Source: an optimization exercise on an open RTL-to-GDS flow (aim: small area). Production flows keep margins and buffers that such runs may drop.
Only simulation tests tie the RTL to the original design; equivalence was not proved.
Power and IR drop assume default switching activity.

==> 08-23: inputs <==
==> flow/design.v (excerpt) <==
module decodeAndMap(drawX, drawY, drawColour, WE, resetn, clock, shapeselect, inputColour, vs_n, rotateX, rotateY, rotateZ, invert, pitch, roll, yaw, doneShape);
make LEC_CHECK=0 CAP_MARGIN=30 CORE_MARGIN=2 CORE_UTILIZATION=70 CTS_BUF_LIST=sky130_fd_sc_hd__clkbuf_16 CTS_CLUSTER_DIAMETER=100 CTS_CLUSTER_SIZE=30 SLEW_MARGIN=20 finish   # period 12.0 ns
run.sh (not shown) runs the stock make flow with config.mk's settings and CLKGATE_MAP_FILE= SYNTH_SCRIPT=/design/flow/synth_recipe.tcl, a recipe that flattens the netlist after the stock synthesis.
==> inputs of 04-01, as changes to 08-23 <==
--- a/flow/design.v
+++ b/flow/design.v
@@ -30,21 +30,24 @@
     wire restart = ~resetn | (shapeselect != shp);
     reg [3:0] bi, wi;
     wire bend = (bi == 4'd15);
     wire wend = (wi == 4'd11);
     reg load;
     reg [191:0] rx, ry, rz;
-    reg [3:0] ea, eb;
+    reg [6:0] pq;
+    wire [2:0] pa = pq[6:4], pb = pq[3:1];
     wire [2:0] vbit;
-    wire edge_ab;
-    shapeTypeLUT lut(shp, wi, bi, ea, eb, vbit, edge_ab);
+    wire edge_ab, ey;
+    shapeTypeLUT lut(shp, wi, bi, pa, pb, pq[0], vbit, ey, edge_ab);
+    wire [3:0] ea = {pa, pq[0]};
+    wire [3:0] eb = {pb, ey};
     wire [12:0] bi_inc = rca({8'd0, bi}, 12'd0, 1'b1);
     wire [12:0] wi_inc = rca({8'd0, wi}, 12'd0, 1'b1);
     wire [3:0] nw = wend ? 4'd0 : wi_inc[3:0];
-    wire [7:0] pc_inc = {ea[2:0], eb, ea[3] ^ ea[1] ^ ea[0] ^ eb[3]};
-    wire pair_last = ({ea, eb} == 8'h80);
+    wire [6:0] pc_inc = {pq[5:0], pq[6] ^ pq[5]};
+    wire pair_last = (pq == 7'h40);
     reg rot;              
     reg pend;             
     reg lrx, lry, lrz, linv;
     reg [2:0] rs;         
     reg win;              
     reg wen;              
@@ -196,27 +199,26 @@
             case (st)
                 S_CLEAR: begin
                     if (PX == 9'd159) begin
                         PX <= 9'd352;
                         if (PY == 9'd119) begin
                             st <= S_PAIR;
-                            ea <= 4'd0;
-                            eb <= 4'd1;
+                            pq <= 7'h01;
                         end else
                             PY <= pys[8:0];
                     end else
                         PX <= pxs[8:0];
                 end
                 S_PAIR: begin
                     if (edge_ab) begin
                         if (bi == 4'd2) st <= S_W1;
                     end
                     else if (pair_last)
                         st <= S_CNT0;
                     else
-                        {ea, eb} <= pc_inc;
+                        pq <= pc_inc;
                 end
                 S_W1: begin
                     if (hit1) begin
                         K <= {tx, K[8:1]};
                         M <= {ty, M[8:1]};
                         fb <= mB;
@@ -270,13 +272,13 @@
                 S_DRAW: begin
                     if (&N) begin
                         if (pair_last)
                             st <= S_CNT0;
                         else begin
                             st <= S_PAIR;
-                            {ea, eb} <= pc_inc;
+                            pq <= pc_inc;
                         end
                     end else begin
                         if (ge | minor) PX <= pxs[8:0];
                         if (~ge | minor) PY <= pys[8:0];
                     end
                 end
@@ -319,15 +321,17 @@
     assign doneShape = (st == S_DONE);
 endmodule
 module shapeTypeLUT (
     input wire [1:0] shapeselect,
     input wire [3:0] vi,       
     input wire [3:0] bi,       
-    input wire [3:0] ea,       
-    input wire [3:0] eb,
+    input wire [2:0] pa,       
+    input wire [2:0] pb,       
+    input wire x,
     output reg [2:0] vbit,     
+    output wire y,             
     output reg edge_ab         
 );
     always @(*) begin
         case ({shapeselect, vi, bi})
             10'd1: vbit = 3'd1;
             10'd5: vbit = 3'd1;
@@ -370,35 +374,35 @@
             10'd107: vbit = 3'd1;
             10'd108: vbit = 3'd1;
             10'd109: vbit = 3'd1;
             10'd110: vbit = 3'd1;
             10'd111: vbit = 3'd1;
             10'd265: vbit = 3'd1;
-            10'd281: vbit = 3'd1;
-            10'd282: vbit = 3'd1;
-            10'd283: vbit = 3'd1;
-            10'd284: vbit = 3'd1;
-            10'd285: vbit = 3'd1;
-            10'd286: vbit = 3'd1;
-            10'd287: vbit = 3'd1;
-            10'd297: vbit = 3'd2;
-            10'd313: vbit = 3'd2;
-            10'd314: vbit = 3'd2;
-            10'd315: vbit = 3'd2;
-            10'd316: vbit = 3'd2;
-            10'd317: vbit = 3'd2;
-            10'd318: vbit = 3'd2;
-            10'd319: vbit = 3'd2;
-            10'd329: vbit = 3'd4;
-            10'd345: vbit = 3'd4;
-            10'd346: vbit = 3'd4;
-            10'd347: vbit = 3'd4;
-            10'd348: vbit = 3'd4;
-            10'd349: vbit = 3'd4;
-            10'd350: vbit = 3'd4;
-            10'd351: vbit = 3'd4;
+            10'd297: vbit = 3'd1;
+            10'd298: vbit = 3'd1;
+            10'd299: vbit = 3'd1;
+            10'd300: vbit = 3'd1;
+            10'd301: vbit = 3'd1;
+            10'd302: vbit = 3'd1;
+            10'd303: vbit = 3'd1;
+            10'd329: vbit = 3'd2;
+            10'd361: vbit = 3'd2;
+            10'd362: vbit = 3'd2;
+            10'd363: vbit = 3'd2;
+            10'd364: vbit = 3'd2;
+            10'd365: vbit = 3'd2;
+            10'd366: vbit = 3'd2;
+            10'd367: vbit = 3'd2;
+            10'd393: vbit = 3'd4;
+            10'd425: vbit = 3'd4;
+            10'd426: vbit = 3'd4;
+            10'd427: vbit = 3'd4;
+            10'd428: vbit = 3'd4;
+            10'd429: vbit = 3'd4;
+            10'd430: vbit = 3'd4;
+            10'd431: vbit = 3'd4;
             10'd521: vbit = 3'd7;
             10'd522: vbit = 3'd7;
             10'd523: vbit = 3'd7;
             10'd524: vbit = 3'd7;
             10'd525: vbit = 3'd7;
             10'd526: vbit = 3'd7;
@@ -590,20 +594,19 @@
             10'd957: vbit = 3'd6;
             10'd958: vbit = 3'd6;
             10'd959: vbit = 3'd6;
             default: vbit = 3'd0;
         endcase
     end
-    wire [2:0] pa = ea[3:1], pb = eb[3:1];
-    wire par = ea[0] ^ eb[0];
     wire [2:0] d = pb - pa;
     wire plt = pa < pb;
     wire sgi = (pa != 3'd0) & ((d == 3'd2) | (d == 3'd3));
+    assign y = x ^ (shapeselect[1] & (shapeselect[0] ? sgi : (pa != 3'd0)));
     always @(*) begin
         case (shapeselect)
-            2'd0: edge_ab = plt & ~pb[2] & ~ea[0] & ~eb[0];
-            2'd1: edge_ab = plt & (pb < 3'd3);
-            2'd2: edge_ab = plt & ~eb[3] & (par == (pa != 3'd0));
-            default: edge_ab = plt & (pb < 3'd6) & (par == sgi);
+            2'd0: edge_ab = plt & ~pb[2] & ~x;
+            2'd1: edge_ab = plt & (pb < 3'd6) & ~x & (pa[2:1] != pb[2:1]);
+            2'd2: edge_ab = plt & ~pb[2];
+            default: edge_ab = plt & (pb < 3'd6);
         endcase
     end
 endmodule
CORE_UTILIZATION = 65   (was 70)
==> inputs of 01-20, as changes to 08-23 <==
--- a/flow/design.v
+++ b/flow/design.v
@@ -19,14 +19,14 @@
                 c = (a[k] & b[k]) | (a[k] & c) | (b[k] & c);
             end
             rca[12] = c;
         end
     endfunction
     localparam S_CLEAR = 4'd0, S_PAIR = 4'd1, S_W1 = 4'd2, S_W2 = 4'd3,
-               S_NEG = 4'd4, S_SWP = 4'd5, S_DRAW = 4'd6, S_CNT0 = 4'd7,
-               S_CNT1 = 4'd8, S_CNT2 = 4'd12, S_WAIT = 4'd9, S_WAIT2 = 4'd10, S_DONE = 4'd11;
+               S_NEG = 4'd4, S_SWP = 4'd5, S_DRAW = 4'd6, S_ROTW = 4'd7,
+               S_ROT = 4'd8, S_WAIT = 4'd9, S_WAIT2 = 4'd10, S_DONE = 4'd11;
     reg [3:0] st;
     reg [1:0] shp;
     reg lvs_n;
     wire restart = ~resetn | (shapeselect != shp);
     reg [3:0] bi, wi;
     wire bend = (bi == 4'd15);
@@ -39,20 +39,18 @@
     shapeTypeLUT lut(shp, wi, bi, ea, eb, vbit, edge_ab);
     wire [12:0] bi_inc = rca({8'd0, bi}, 12'd0, 1'b1);
     wire [12:0] wi_inc = rca({8'd0, wi}, 12'd0, 1'b1);
     wire [3:0] nw = wend ? 4'd0 : wi_inc[3:0];
     wire [7:0] pc_inc = {ea[2:0], eb, ea[3] ^ ea[1] ^ ea[0] ^ eb[3]};
     wire pair_last = ({ea, eb} == 8'h80);
-    reg rot;              
-    reg pend;             
-    reg lrx, lry, lrz, linv;
     reg [2:0] rs;         
     reg win;              
     reg wen;              
-    wire sa, sb, coA, coB;
-    wire [1:0] cA, cB;
+    reg sa, sb;           
+    reg [1:0] cA, cB;     
+    reg coA, coB;         
     wire odd = rs[2] | (rs[1] & rs[0]);
     wire head = (wi[0] == odd);
     wire a0 = ry[0], a2 = ry[2], a6 = ry[6], a11 = ry[11];
     wire b0 = rz[0], b2 = rz[2], b6 = rz[6], b11 = rz[11];
     wire lt2 = ~bi[3] & ~bi[2] & ~bi[1];
     wire lt6 = ~bi[3] & ~(bi[2] & bi[1]);
@@ -61,14 +59,14 @@
     wire qA64 = head ? (~lt6 & b6) : (lt6 ? b6 : sb);
     wire pA = head ? a0 : sa;
     wire qB1 = head ? a0 : sa;
     wire qB4 = head ? (~lt2 & a2) : (lt2 ? a2 : sa);
     wire qB64 = head ? (~lt6 & a6) : (lt6 ? a6 : sa);
     wire pB = head ? b0 : sb;
-    wire nA = ~linv;
-    wire nB = linv;
+    wire nA = ~invert;
+    wire nB = invert;
     wire i0 = head & (bi == 4'd0);
     wire i11 = head & (bi == 4'd11);
     wire [1:0] cinA = i0 ? {1'b1, nA} : cA;
     wire [1:0] cinB = i0 ? {1'b1, nB} : cB;
     wire oA1 = qA64 ^ nA, oA2 = ~(qA4 ^ nA), oA3 = qA1 ^ nA, oA4 = ~pA;
     wire oB1 = qB64 ^ nB, oB2 = ~(qB4 ^ nB), oB3 = qB1 ^ nB, oB4 = ~pB;
@@ -86,33 +84,30 @@
     wire nbB = b11 ^ dB ^ oinB, coBn = (b11 & dB) | (b11 & oinB) | (dB & oinB);
     wire wact = win & (head ? (bi[3] & (bi[2] | (bi[1] & bi[0]))) : ~(bi[3] & (bi[2] | (bi[1] & bi[0]))));
     wire [2:0] rs_n = wend ? rs + 3'd1 : rs;
     wire odd_n = rs_n[2] | (rs_n[1] & rs_n[0]);
     wire next_head = (nw[0] == odd_n);
     wire [1:0] ax_n = (rs_n == 3'd0 || rs_n == 3'd3) ? 2'd0 : ((rs_n == 3'd1 || rs_n == 3'd4) ? 2'd1 : 2'd2);
-    wire en_n = (ax_n == 2'd0) ? lrx : ((ax_n == 2'd1) ? lry : lrz);
+    wire en_n = (ax_n == 2'd0) ? rotateX : ((ax_n == 2'd1) ? rotateY : rotateZ);
     reg [7:0] rp, rr, ry8;
-    wire cc;
-    wire updP = (st == S_CNT1) & ~bi[3];
-    wire updR = (st == S_CNT1) & bi[3];
-    wire updY = (st == S_CNT2) & ~bi[3];
+    reg cc;
+    wire upd0 = (st == S_ROT) & (rs == 3'd0) & ~wi[3] & ~wi[2] & ~wi[1];
+    wire updP = upd0 & ~wi[0] & ~bi[3];
+    wire updR = upd0 & ~wi[0] & bi[3];
+    wire updY = upd0 & wi[0] & ~bi[3];
     wire lsb = (bi[2:0] == 3'd0);
     wire cen = (updP & rotateX) | (updR & rotateY) | (updY & rotateZ);
     wire csrc = updP ? rp[0] : (updR ? rr[0] : ry8[0]);
     wire co = cen & invert;
     wire ci = cen & (lsb ? ~invert : cc);
     wire csum = csrc ^ co ^ ci;
-    wire ccn = (csrc & co) | (csrc & ci) | (co & ci);
     assign pitch = rp;
     assign roll = rr;
     assign yaw = ry8;
     reg [8:0] PX, PY, K, M, N;
     reg [9:0] H;
-    assign {cc, coB, coA, cB, cA} = H[6:0];
-    assign {sb, sa} = N[1:0];
-    wire hmode = rot | (st == S_CNT1) | (st == S_CNT2);
     reg ltx, lty, ge, bx, by, fb;
     wire tx = rx[0], ty = ry[0];
     wire [8:0] Ex = {rx[0], rx[1], rx[2], rx[3], rx[4], rx[5], rx[6], rx[7], rx[8]};
     wire [8:0] Ey = {ry[0], ry[1], ry[2], ry[3], ry[4], ry[5], ry[6], ry[7], ry[8]};
     wire wEx = Ex[8] | (Ex[7] & Ex[6] & (Ex[5] | Ex[4] | (Ex[3] & (Ex[2] | Ex[1]))));    
     wire wSx = PX[8] | (PX[7] & PX[6] & (PX[5] | PX[4] | (PX[3] & (PX[2] | PX[1]))));
@@ -147,55 +142,41 @@
     wire hit2 = cwin & (fb ? mA : mB);
     always @(posedge clock) begin
         lvs_n <= vs_n;
         rx <= {rx[190:12], wact ? nbA : rx[11], rx[10:1], load ? vbit[2] : rx[0], rx[191]};
         ry <= {ry[190:12], wact ? nbB : ry[11], ry[10:1], load ? vbit[1] : ry[0], ry[191]};
         rz <= {rz[190:12], wact ? rx[11] : rz[11], rz[10:1], load ? vbit[0] : rz[0], rz[191]};
-        H[9:7] <= (st == S_SWP) ? {hb, H[9:8]} : asum[9:7];
-        H[6:0] <= hmode ? {ccn, coBn, coAn, cBn, cAn} : ((st == S_SWP) ? H[7:1] : asum[6:0]);
-        N[8:2] <= ((st == S_SWP) & ~swp9) ? {mjb, N[8:3]} : nds[8:2];
-        N[1:0] <= rot ? ((head & bend) ? {b0, a0} : {sb, sa}) :
-                  (((st == S_SWP) & ~swp9) ? N[2:1] : nds[1:0]);
+        if (head & bend) begin
+            sa <= a0;
+            sb <= b0;
+        end
+        H <= (st == S_SWP) ? {hb, H[9:1]} : asum[9:0];
+        N <= ((st == S_SWP) & ~swp9) ? {mjb, N[8:1]} : nds[8:0];
+        cA <= cAn;
+        cB <= cBn;
+        coA <= coAn;
+        coB <= coBn;
         rp <= {(updP ? csum : rp[0]) & ~load, rp[7:1]};
         rr <= {(updR ? csum : rr[0]) & ~load, rr[7:1]};
         ry8 <= {(updY ? csum : ry8[0]) & ~load, ry8[7:1]};
+        cc <= (csrc & co) | (csrc & ci) | (co & ci);
         bx <= 1'b0;
         by <= 1'b0;
         if (restart) begin
             st <= S_CLEAR;
             shp <= shapeselect;
             bi <= 4'd0;
             wi <= 4'd0;
             load <= 1'b1;
             PX <= 9'd352;
             PY <= 9'd392;
             win <= 1'b0;
-            rot <= 1'b0;
-            pend <= 1'b0;
         end else begin
             bi <= bi_inc[3:0];
             if (bend) wi <= nw;
             if (load & bend & wend) load <= 1'b0;
-            if (~rot) begin
-                if (pend & (st == S_CLEAR) & bend & wend) begin
-                    rot <= 1'b1;
-                    pend <= 1'b0;
-                    rs <= 3'd0;
-                    win <= 1'b1;
-                    wen <= lrx;
-                end
-            end else if (bend) begin
-                rs <= rs_n;
-                if (next_head) begin
-                    win <= (rs_n <= 3'd5);
-                    wen <= en_n;
-                end else if (!head)
-                    win <= 1'b0;
-                if (rs_n == 3'd6 && nw == 4'd1)
-                    rot <= 1'b0;
-            end
             case (st)
                 S_CLEAR: begin
                     if (PX == 9'd159) begin
                         PX <= 9'd352;
                         if (PY == 9'd119) begin
                             st <= S_PAIR;
@@ -208,13 +189,13 @@
                 end
                 S_PAIR: begin
                     if (edge_ab) begin
                         if (bi == 4'd2) st <= S_W1;
                     end
                     else if (pair_last)
-                        st <= S_CNT0;
+                        st <= S_ROTW;
                     else
                         {ea, eb} <= pc_inc;
                 end
                 S_W1: begin
                     if (hit1) begin
                         K <= {tx, K[8:1]};
@@ -267,36 +248,40 @@
                     by <= hcn;
                     if (swp9) st <= S_DRAW;
                 end
                 S_DRAW: begin
                     if (&N) begin
                         if (pair_last)
-                            st <= S_CNT0;
+                            st <= S_ROTW;
                         else begin
                             st <= S_PAIR;
                             {ea, eb} <= pc_inc;
                         end
                     end else begin
                         if (ge | minor) PX <= pxs[8:0];
                         if (~ge | minor) PY <= pys[8:0];
                     end
                 end
-                S_CNT0: begin
-                    if (bend) st <= S_CNT1;
-                end
-                S_CNT1: begin
-                    if (bend) st <= S_CNT2;
+                S_ROTW: begin
+                    if (bend & wend) begin
+                        st <= S_ROT;
+                        rs <= 3'd0;
+                        win <= 1'b1;
+                        wen <= rotateX;
+                    end
                 end
-                S_CNT2: begin
-                    if (bi == 4'd7) begin
-                        st <= S_WAIT;
-                        pend <= 1'b1;
-                        lrx <= rotateX;
-                        lry <= rotateY;
-                        lrz <= rotateZ;
-                        linv <= invert;
+                S_ROT: begin
+                    if (bend) begin
+                        rs <= rs_n;
+                        if (next_head) begin
+                            win <= (rs_n <= 3'd5);
+                            wen <= en_n;
+                        end else if (!head)
+                            win <= 1'b0;
+                        if (rs_n == 3'd6 && nw == 4'd1)
+                            st <= S_WAIT;
                     end
                 end
                 S_WAIT: begin
                     if (lvs_n & ~vs_n) st <= S_WAIT2;
                 end
                 S_WAIT2: begin
CORE_UTILIZATION = 75   (was 70)
PLACE_DENSITY = 0.85   (was unset)
==> qor summary <==
Met1 GRT Util: 08-23 34.9%; 01-20 41.4%; 04-01 32.3%
Adder and majority cell fraction of the synthesized area: 08-23 5.48%; 01-20 5.50%; 04-01 5.43%
Fill cell instance count of the final layout: 08-23 1,602; 01-20 1,222; 04-01 1,956
Die area: 08-23 29,300 sq um; 01-20 27,600 sq um; 04-01 31,700 sq um
Synth unique cells: 08-23 71; 01-20 82; 04-01 89
Total length of routed wires: 08-23 36.3 mm; 01-20 43.3 mm; 04-01 33.8 mm
Number of iterations in the first detailed-routing pass: 08-23 5; 01-20 8; 04-01 5
Antenna violations before repair: 08-23 1; 01-20 1; 04-01 0
Register share of total power: 08-23 64.7%; 01-20 65.3%; 04-01 66.0%
Die height: 08-23 171 um; 01-20 166 um; 04-01 178 um
Detailed-route wire length on metal 1: 08-23 15.8 mm; 01-20 16.7 mm; 04-01 16.2 mm
Layout overhead on the synthesized area: 08-23 8.08%; 01-20 7.49%; 04-01 7.94%
Portion of synthesized cell area occupied by the leading cell type: 08-23 66.9%; 01-20 67.2%; 04-01 66.4%
Total number of sequential cells: 08-23 696; 01-20 699; 04-01 695
Seq/total area: 08-23 67.9%; 01-20 67.9%; 04-01 67.3%
Setup slack on the worst flop-to-flop path: 08-23 6.98 ns; 01-20 6.71 ns; 04-01 7.09 ns
Count of placed standard cells including taps: 08-23 1,866; 01-20 1,836; 04-01 1,883
Hold Crit Endpoint: 08-23 rz[135]; 01-20 rz[64]; 04-01 rx[100]
Routability cong.: 08-23 0.882; 01-20 0.932; 04-01 0.856
Wire length of the first global-routing pass: 08-23 57.3 mm; 01-20 67.7 mm; 04-01 54.5 mm
Non-clk invs: 08-23 73; 01-20 83; 04-01 78
Seq cells post-synth: 08-23 696; 01-20 699; 04-01 695
Pleak: 08-23 8.28 nW; 01-20 8.37 nW; 04-01 8.42 nW
Worst Setup Slack, final: 08-23 6.11 ns; 01-20 6.10 ns; 04-01 6.09 ns
Post-route standard cell area excluding fillers: 08-23 21,100 sq um; 01-20 21,200 sq um; 04-01 21,300 sq um
Fraction of layout instances using a drive strength above 1: 08-23 3.99%; 01-20 3.65%; 04-01 4.98%
Run status: 08-23 timing/DRC/antenna clean; 01-20 timing/DRC/antenna clean; 04-01 timing/DRC/antenna clean

[what the ideal ports hide]
How much do the figures lean on ideal ports? The routed layouts below were timed once more, with nothing changed but the port constraints.
Step 1 assumes that a clkbuf_16 drives the clock port and a buf_2 every other input.
Step 2 moves the port delays by t, midway between the first and last clock arrival at a register: inputs arrive t later, outputs are due t later. That takes back most of the time a late clock gives input paths.
a / b / c = no drivers / after step 1 / after step 2; a / b = the first two.
run	t (ns)	setup slack, ns	pins driven straight from the clock port
08-23	0.634	6.114 / 6.083 / 6.083	1
04-01	0.637	6.087 / 6.064 / 6.064	1
01-20	0.642	6.105 / 6.079 / 6.007	1
After both steps setup and hold are still met in every run listed. The setup slack of 01-20, which loses most, moves by -0.026 ns with the drivers and by -0.098 ns with both steps.
